From an optimization exercise on the open Yosys and OpenROAD flow, aimed at small area, a short achievable clock period and few clock cycles per item; shortcuts taken in it are not production practice. Function was checked by simulation only, so behaviour that the tests miss may differ from the original. Power is estimated from default activity; no workload was simulated.

## flow/design.v (module list and top-level ports; edited modules follow where they fit)
// module systolic_matrix_mult: 1984 lines
module systolic_matrix_mult #(
    parameter DATA_WIDTH = 16,
    parameter FRAC_WIDTH = 8,
    parameter M = 4,
    parameter N = 4,
    parameter K = 4
)(
    input wire clk,
    input wire rst_n,
    input wire start,
    input wire signed [DATA_WIDTH-1:0] a_data,
    input wire [$clog2(M)-1:0] a_row,
    input wire [$clog2(K)-1:0] a_col,
    input wire a_valid,
    input wire signed [DATA_WIDTH-1:0] b_data,
    input wire [$clog2(K)-1:0] b_row,
    input wire [$clog2(N)-1:0] b_col,
    input wire b_valid,
    output reg signed [DATA_WIDTH-1:0] c_data,
    output reg [$clog2(M)-1:0] c_row,
    output reg [$clog2(N)-1:0] c_col,
    output reg c_valid,
    output reg done
);
  // ...
==> flow/run.sh <==
#!/bin/bash
# synth_recipe.tcl (not shown) runs the flow's synth.tcl, then flattens the netlist and writes it again
# the make line also repeats each setting of config.mk as NAME=value (left out here)
make -C /OpenROAD-flow-scripts/flow DESIGN_CONFIG=/design/flow/config.mk WORK_HOME=/design/flow/orfs CLKGATE_MAP_FILE= SYNTH_SCRIPT=/design/flow/synth_recipe.tcl finish
==> flow/config.mk <==
export PLATFORM = sky130hd
export DESIGN_NAME = systolic_matrix_mult
export DESIGN_NICKNAME = systolic_matrix_mult
export VERILOG_FILES = /design/flow/design.v
export SDC_FILE = /design/flow/constraint.sdc
export NUM_CORES = 4
export LEC_CHECK = 0
export CAP_MARGIN = 20
export CORE_MARGIN = 2
export CORE_UTILIZATION = 30
export SETUP_SLACK_MARGIN = 5
export SLEW_MARGIN = 20
==> flow/constraint.sdc <==
create_clock -name core_clock -period 10.0 [get_ports {clk}]
set_input_delay 2.0000 -clock core_clock [delete_from_list [all_inputs] [get_ports {clk}]]
set_output_delay 2.0000 -clock core_clock [all_outputs]
set_load 0.01 [all_outputs]
==> results.json, run 1 <==
{
  "final-setup-viol-count": 0,
  "rows": 149,
  "slew_violations": 0,
  "synth_flop_cell": "edfxtp_1",
  "post-route-period-util_pct": 44.8,
  "drive_above_1_share_pct": 8.25,
  "met1_usage_pct": 22.4,
  "place_congestion": 0.919,
  "cp_num_buf_inv": 2,
  "via_count": 31654,
  "fin_total_pwr_uw": 14400,
  "status": "timing/DRC/antenna clean",
  "core_area_um2": 164000,
  "drt-pass1-iter-count": 6,
  "async_flop_share_pct": 5.17,
  "final_area_um2": 55500,
  "use_met3_pct": 2.57,
  "htree_levels": 3,
  "clock-root-buffer": "clkbuf_16",
  "hp-class": "reg2reg",
  "seq_share_pct": 41.7,
  "slew_headroom_pct": 21.2,
  "p_seq_uw": 4480,
  "synth_seq_cells": 889,
  "io_buffers": 66,
  "pwr-share-comb_pct": 44.5,
  "path_depth": 11,
  "crit_end": "p1_last",
  "cellPowerDensity_nw_per_um2": 259,
  "p_sw_uw": 5220,
  "num_io_pins": 67,
  "synth_fa_ha_area_share_pct": 18.3,
  "yosysSeqAreaShare_pct": 46.7,
  "synth_nets": 4779,
  "yosysMostFrequentCell": "edfxtp_1",
  "mostFrequentLayoutCells": "edfxtp_1, inv_1, a22oi_1",
  "fmax_ghz": 0.223,
  "multi_input_area_share_pct": 41.8,
  "cp_top_family": "compound AO/OA/AOI/OAI gates",
  "cp_max_fo": 68,
  "wl_met3_mm": 9.59
}
Testbench counts, summed over its fixed seeds: cycles 49,921, items 1,600.
==> run 2, diff against run 1 <==
--- a/flow/config.mk
+++ b/flow/config.mk
@@ -7,2 +7,3 @@
 export LEC_CHECK = 0
+export ABC_CLOCK_PERIOD_IN_PS = 3000
 export CAP_MARGIN = 20
==> run 2 against run 1 <==
Compared with the run above: maximum frequency did not move; final area did not move; sequential share of layout area did not move; critical path type unchanged.
==> results.json, run 2 <==
{
  "grt_max_degree": 115,
  "hold_depth": 0,
  "drt-pass1-iter-count": 6,
  "synth_seq_cells": 889,
  "utilization_pct": 33.8,
  "synth_commonest_cells": "edfxtp_1, inv_1, a22oi_1",
  "cts_tree": "yes",
  "synth_area_leaders": "edfxtp_1, fa_1, dfxtp_1",
  "numClockSinks": 889,
  "routedWlPerCell_um": 21.6,
  "die_area_um2": 168000,
  "netlist_area_um2": 49600,
  "routed.top_layer": "met5",
  "place_congestion": 0.919,
  "ir_drop_v": 0.000478,
  "synth.avg_cell_area_um2": 11.6,
  "wl_met3_mm": 9.59,
  "synth_cell_types": 57,
  "rows": 149,
  "finClkSkew_ns": 0.0208,
  "htree_levels": 3,
  "yosys_warnings": 3,
  "num_antenna_cells": 0,
  "cellPowerDensity_nw_per_um2": 259,
  "async_flop_share_pct": 5.17,
  "grt_pass1_wl_mm": 211,
  "gr-total-overflow": 0,
  "core_area_um2": 164000,
  "grt_pass1_vias": 32525,
  "ant_nets": 0,
  "vias_per_cell": 4.91,
  "yosysMostFrequentCell": "edfxtp_1",
  "fin_crit_ns": 4.48,
  "syn_inst": 4261,
  "synth_top_area_share_pct": 31.0,
  "fmax_ghz": 0.223,
  "finalSetupTns_ns": 0,
  "cp.arrival_ns": 5.10,
  "cts_buffers": 95,
  "layout_commonest_cell": "edfxtp_1",
  "antenna_found_initial": 2,
  "slew_violations": 0,
  "leakage_uw": 0.0216,
  "rsz0062_at_grt": "false",
  "num_io_pins": 67,
  "chipWidth_um": 410,
  "synth_nets": 4779,
  "dp_hpwl_mm": 100,
  "crit_path_start_kind": "flop",
  "yosysSeqAreaShare_pct": 46.7,
  "worst_pin_slew_ns": 1.18,
  "drive_above_1_share_pct": 8.25,
  "routed_wl_mm": 139,
  "mostFrequentLayoutCells": "edfxtp_1, inv_1, a22oi_1",
  "hp-class": "reg2reg",
  "post_cts_buffers": 0,
  "via_count": 31654,
  "clkTransAtPathRegs_ns": 0.06,
  "syn2layout_area_growth_pct": 12.1,
  "drc_errors": 0,
  "nets": 4688,
  "finalHoldViolCount": 0,
  "die_h_um": 410,
  "clock-root-buffer": "clkbuf_16",
  "ctsResizeCount": 0,
  "synth_edf_count": 512,
  "slew_headroom_pct": 21.2,
  "wl_met1_mm": 59.2,
  "cp_max_fo": 68,
  "worstSkewPairLatency_ns": 0.68,
  "critPathCaptureType": "flop",
  "largest_registers": "mat_a (256), mat_b (256)",
  "drtIter0Drc": 3211,
  "final_area_um2": 55500,
  "yosys.area.top_type": "edfxtp_1",
  "finalWorstSetupSlack_ns": 5.52,
  "status": "timing/DRC/antenna clean",
  "hold-worst-slack_ns": 0.327,
  "track_usage_pct": 16.6,
  "fill_cells": 16296,
  "clk_path_buf_depth": 3,
  "cap_violations": 0,
  "final-setup-viol-count": 0,
  "reg2reg_depth": 11,
  "dp_slack_ns": 5.45,
  "cp.required_ns": 10.62,
  "criticalPathCategory": "reg2reg",
  "start_util_pct": 30.1,
  "io_buffers": 66,
  "cts_hold_buf": 0,
  "synth_flop_cell": "edfxtp_1",
  "post-route-period-util_pct": 44.8,
  "wl_met2_mm": 63.5,
  "placed_cell_area_um2": 52400
}
## run 2: final timing paths
path                                  start          end  slack (ns)
worst max-delay path            b_cnt[0][2]      p1_last        5.52
worst min-delay path                p2_i[1]     c_row[1]        0.33
worst max register to register  b_cnt[0][2]      p1_last        5.52
worst min register to register      p2_i[1]     c_row[1]        0.33
max in group asynchronous             rst_n    issued[1]        8.27
min in group asynchronous             rst_n  a_cnt[3][1]        1.33
## run 2: cell type report
cell class / instances / area, µm² / area share (%)
multi-input combinational: 2505 / 23200 / 41.8
sequential: 889 / 23200 / 41.7
clock buffer: 139 / 2760 / 4.98
tap: 2189 / 2740 / 4.93
inverter: 526 / 1970 / 3.56
timing repair buffer: 153 / 1320 / 2.37
clock inverter: 40 / 392 / 0.705
## run 2: report_power, final
group	total, µW	internal [µW]	switching (µW)
Sequential	4480	4320	162
Combinational	6410	2820	3600
Clock	3500	2040	1460
Total	14400	9180	5220
## run 2: worst max-delay path, stage by stage, from the launching register on
cell and delay (ns):
dfrtp_1 0.44, nor2b_1 0.22, o41a_2 0.50, buf_4 0.33, o21a_1 0.28, o221ai_1 0.46, nand2_4 0.50, nor3_4 0.50
buf_4 0.52, o211ai_1 0.17, a2111oi_2 0.28, and4_1 0.22
## run 2: cells by family (layout without fill, tap and decap cells)
kind of cell	Yosys count	after routing	synth area share (%)
fa+ha+maj	473	473	18.3
simple gates	621	621	5.38
mux	52	52	1.08
flops	889	889	46.7
xor+xnor	564	564	9.97
buf+inv	867	858	6.66
compound gates	795	795	11.9
## run 2: per-stage QoR
stage / instances / total power, µW
floorplan: 4261 / 9100
global placement: 6261 / 10900
detailed placement: 6262 / 11100
CTS: 6441 / 14600
global route: 6441 / 15600
finish: 6441 / 14400
## run 2: metal layers
metal,up-vias,track usage (%)
met5,-,0
met3,343,2.57
met2,1369,26.1
met4,2,7.54
met1,15860,22.4
li1,14080,-
==> run 3, diff against run 2 <==
==> flow/flow/run.sh (new file) <==
#!/bin/bash
set -euo pipefail
margin=$(cat flow/margin.txt)
bash standard.sh SETUP_SLACK_MARGIN="$margin" finish > standard_flow.log 2>&1
==> flow/flow/margin.txt (new file) <==
6.5
==> flow/standard.sh (new file) <==
#!/bin/bash
# synth_recipe.tcl (not shown) runs the flow's synth.tcl, then flattens the netlist and writes it again
# the make line also repeats each setting of config.mk as NAME=value (left out here)
make -C /OpenROAD-flow-scripts/flow DESIGN_CONFIG=/design/flow/config.mk WORK_HOME=/design/flow/orfs CLKGATE_MAP_FILE= SYNTH_SCRIPT=/design/flow/synth_recipe.tcl "${@:-finish}"
--- a/flow/config.mk
+++ b/flow/config.mk
@@ -7,3 +7,2 @@
 export LEC_CHECK = 0
-export ABC_CLOCK_PERIOD_IN_PS = 3000
 export CAP_MARGIN = 20
@@ -11,3 +10,2 @@
 export CORE_UTILIZATION = 30
-export SETUP_SLACK_MARGIN = 5
 export SLEW_MARGIN = 20
removed: flow/run.sh
==> run 3 against run 2 <==
Compared with the run above: sequential share of layout area shrank 1.3 points; clock skew rose by 0.014 ns; die area unchanged; count of clock-buffer cells in the layout decreased by 9; register-to-register slack gained 0.70 ns; area after synthesis is the same; clock power is 3% lower; still clean on timing, DRC and antenna; final area increased by 4.4%; sequential power barely moved; critical path type unchanged; sequential cell count did not move; via count increased by 4.0%.
==> results.json, run 3 <==
{
  "chipWidth_um": 410,
  "antenna_found_initial": 1,
  "cp.required_ns": 10.55,
  "htree_levels": 3,
  "timing.rr.start": "q2_c674",
  "gr-total-overflow": 0,
  "dp_slack_ns": 5.46,
  "cp.arrival_ns": 4.33,
  "syn_inst": 4261,
  "largest_registers": "mat_a (256), mat_b (256)",
  "yosys_warnings": 3,
  "status": "timing/DRC/antenna clean",
  "via_count": 32929,
  "netlist_area_um2": 49600,
  "drtIter0Drc": 3921,
  "drt-pass1-iter-count": 7,
  "num_antenna_cells": 0,
  "yosysMostFrequentCell": "edfxtp_1",
  "post-route-period-util_pct": 37.8,
  "yosys.area.top_type": "edfxtp_1",
  "die_h_um": 410,
  "cellPowerDensity_nw_per_um2": 283,
  "hold-worst-slack_ns": 0.324,
  "cts_tree": "yes",
  "finClkSkew_ns": 0.0350,
  "worst_pin_slew_ns": 1.10,
  "routed_wl_mm": 147,
  "synth_area_leaders": "edfxtp_1, fa_1, dfxtp_1",
  "synth_commonest_cells": "edfxtp_1, inv_1, a22oi_1",
  "yosysSeqAreaShare_pct": 46.7,
  "grt_pass1_wl_mm": 217,
  "drive_above_1_share_pct": 16.7,
  "num_io_pins": 67,
  "synth_seq_cells": 889,
  "routedWlPerCell_um": 22.4,
  "rows": 149,
  "grt_pass1_vias": 33443,
  "finalHoldViolCount": 0,
  "cp_max_fo": 4,
  "critPathCaptureType": "flop",
  "ir_drop_v": 0.000559,
  "fin_crit_ns": 3.78,
  "numClockSinks": 889,
  "start_util_pct": 30.1,
  "synth_flop_cell": "edfxtp_1",
  "slew_violations": 0,
  "min_from": "p1_i[1]",
  "synth_top_area_share_pct": 31.0,
  "timing.critical_path.from": "q2_c674",
  "fill_cells": 16167,
  "finalWorstSetupSlack_ns": 6.22,
  "clock-root-buffer": "clkbuf_16",
  "vias_per_cell": 5.01,
  "layout_commonest_cell": "edfxtp_1",
  "grt_max_degree": 112,
  "synth_cell_types": 57,
  "io_buffers": 66,
  "clk_path_buf_depth": 3,
  "synth_nets": 4779,
  "finalSetupTns_ns": 0,
  "hp-class": "reg2reg",
  "final-setup-viol-count": 0,
  "cap_violations": 0,
  "clkTransAtPathRegs_ns": 0.06,
  "rsz0062_at_grt": "true",
  "leakage_uw": 0.0225,
  "worstSkewPairLatency_ns": 0.68,
  "cts_buffers": 92,
  "fmax_ghz": 0.265,
  "place_congestion": 0.935,
  "ant_nets": 0,
  "die_area_um2": 168000,
  "mostFrequentLayoutCells": "edfxtp_1, inv_1, a22oi_1",
  "syn2layout_area_growth_pct": 17.0,
  "track_usage_pct": 17.1,
  "slew_headroom_pct": 26.3,
  "core_area_um2": 164000,
  "synth_edf_count": 512,
  "drc_errors": 0,
  "synth.avg_cell_area_um2": 11.6,
  "nets": 4819,
  "criticalPathCategory": "reg2reg",
  "ff2ff_setup_slack_ns": 6.22,
  "dp_hpwl_mm": 101,
  "crit_path_start_kind": "flop",
  "async_flop_share_pct": 5.17
}
-- run 3: cell counts after synthesis --
No cell type changed its count.
-- run 3: routing by layer --
metal / vias up / share of wire, % / global-route usage, %
li1: 14347 / - / -
met1: 16514 / 41 / 23.2
met2: 1705 / 45 / 26.6
met3: 363 / 9.0 / 3.13
met4: 0 / 4.3 / 7.30
met5: - / 0 / 0
-- run 3: critical path, cell delays in order, from the launching register on --
cell     delay (ns)
dfxtp_2        0.32
inv_2          0.03
fa_1           0.54
inv_2          0.04
fa_2           0.57
fa_2           0.45
ha_4           0.29
nand4_1        0.11
buf_4          0.16
a21o_1         0.22
nand3_4        0.15
a31oi_4        0.13
o21ai_4        0.24
o21a_1         0.20
nor2_1         0.06
xnor2_1        0.12
-- run 3: repair_timing --
item / CTS / global route
cloned: 4 / 6
endpoints found under the setup margin: 367 / 199
pin swaps: 55 / 68
buffers inserted: 57 / 65
resized for setup: 258 / 157
hold buffers: 0 / 0
-- run 3: final cells by class --
cell class / instances / area [µm²] / area share, %
clock inverter: 43 / 414 / 0.714
tap: 2189 / 2740 / 4.72
clock buffer: 130 / 2620 / 4.51
timing repair buffer: 284 / 2830 / 4.87
inverter: 526 / 1970 / 3.40
multi-input combinational: 2508 / 24000 / 41.4
sequential: 889 / 23400 / 40.3
-- run 3: through the flow --
| stage | instance area, µm² | power (µW) | std cells | utilization (%) |
|---|---|---|---|---|
| after floorplan | 49800 | 9550 | 4261 | - |
| after global placement | 52500 | 11500 | 6263 | 31.9 |
| after detailed placement | 52500 | 11600 | 6264 | 31.9 |
| after CTS | 56700 | 16300 | 6498 | 34.5 |
| after global routing | 58000 | 17700 | 6569 | 35.3 |
| final | 58000 | 16400 | 6569 | 35.3 |
-- run 3: final timing paths --
kind,to,cells after the start
max in group asynchronous,issued[4],1
min,p2_i[1],0
max,c_data[14],15
max reg2reg,c_data[14],15
min reg2reg,p2_i[1],0
min in group asynchronous,b_cnt[2][2],1
-- run 3: logic make-up (layout without fill, tap and decap cells) --
kind of cell               Yosys count  in the layout  synth area share [%]
adders and majority gates          473            473                  18.3
muxes                               52             52                  1.08
and+or+nand+nor                    621            624                  5.38
xor gates and xnor gates           564            564                  9.97
DFF                                889            889                  46.7
AOI/OAI and AO/OA                  795            795                  11.9
buffers and inverters              867            983                  6.66
-- run 3: where the power goes --
part / switching [µW] / internal (µW) / leakage [µW]
clock: 1470 / 1950 / 0.00147
sequential: 160 / 4320 / 0.00807
combinational: 4370 / 4150 / 0.0129
total: 6000 / 10400 / 0.0225

re-timing with driven ports:
The flow's constraints put no driver on any port. The routed layouts listed below were extracted and timed again, unchanged, in two steps. Step 1 sets driving cells, clkbuf_16 on the clock port and buf_2 on the other inputs (assumed; they add their load-dependent delay and slew). Step 2 adds t to the input delays and takes it off the output delays; t is the mean of the earliest and latest rising clock arrival at the registers after step 1. Input paths then give back, and output paths get back, about the clock's delay inside the block. Slacks: ideal / step 1 / step 2; pairs: ideal / step 1.
run | shift t [ns] | slack for setup (ns) | worst setup path at the end | pins driven straight from the clock port
run 1 | 0.740 | 5.520 / 5.520 / 5.520 | register to register | 1
run 2 | 0.740 | 5.520 / 5.520 / 5.520 | register to register | 1
run 3 | 0.742 | 6.223 / 6.223 / 5.850 | input to register | 1
After both steps every run listed still meets setup and hold. For run 3, which loses most, drivers alone change the setup slack by 0.000 ns; drivers and shift together by -0.373 ns.
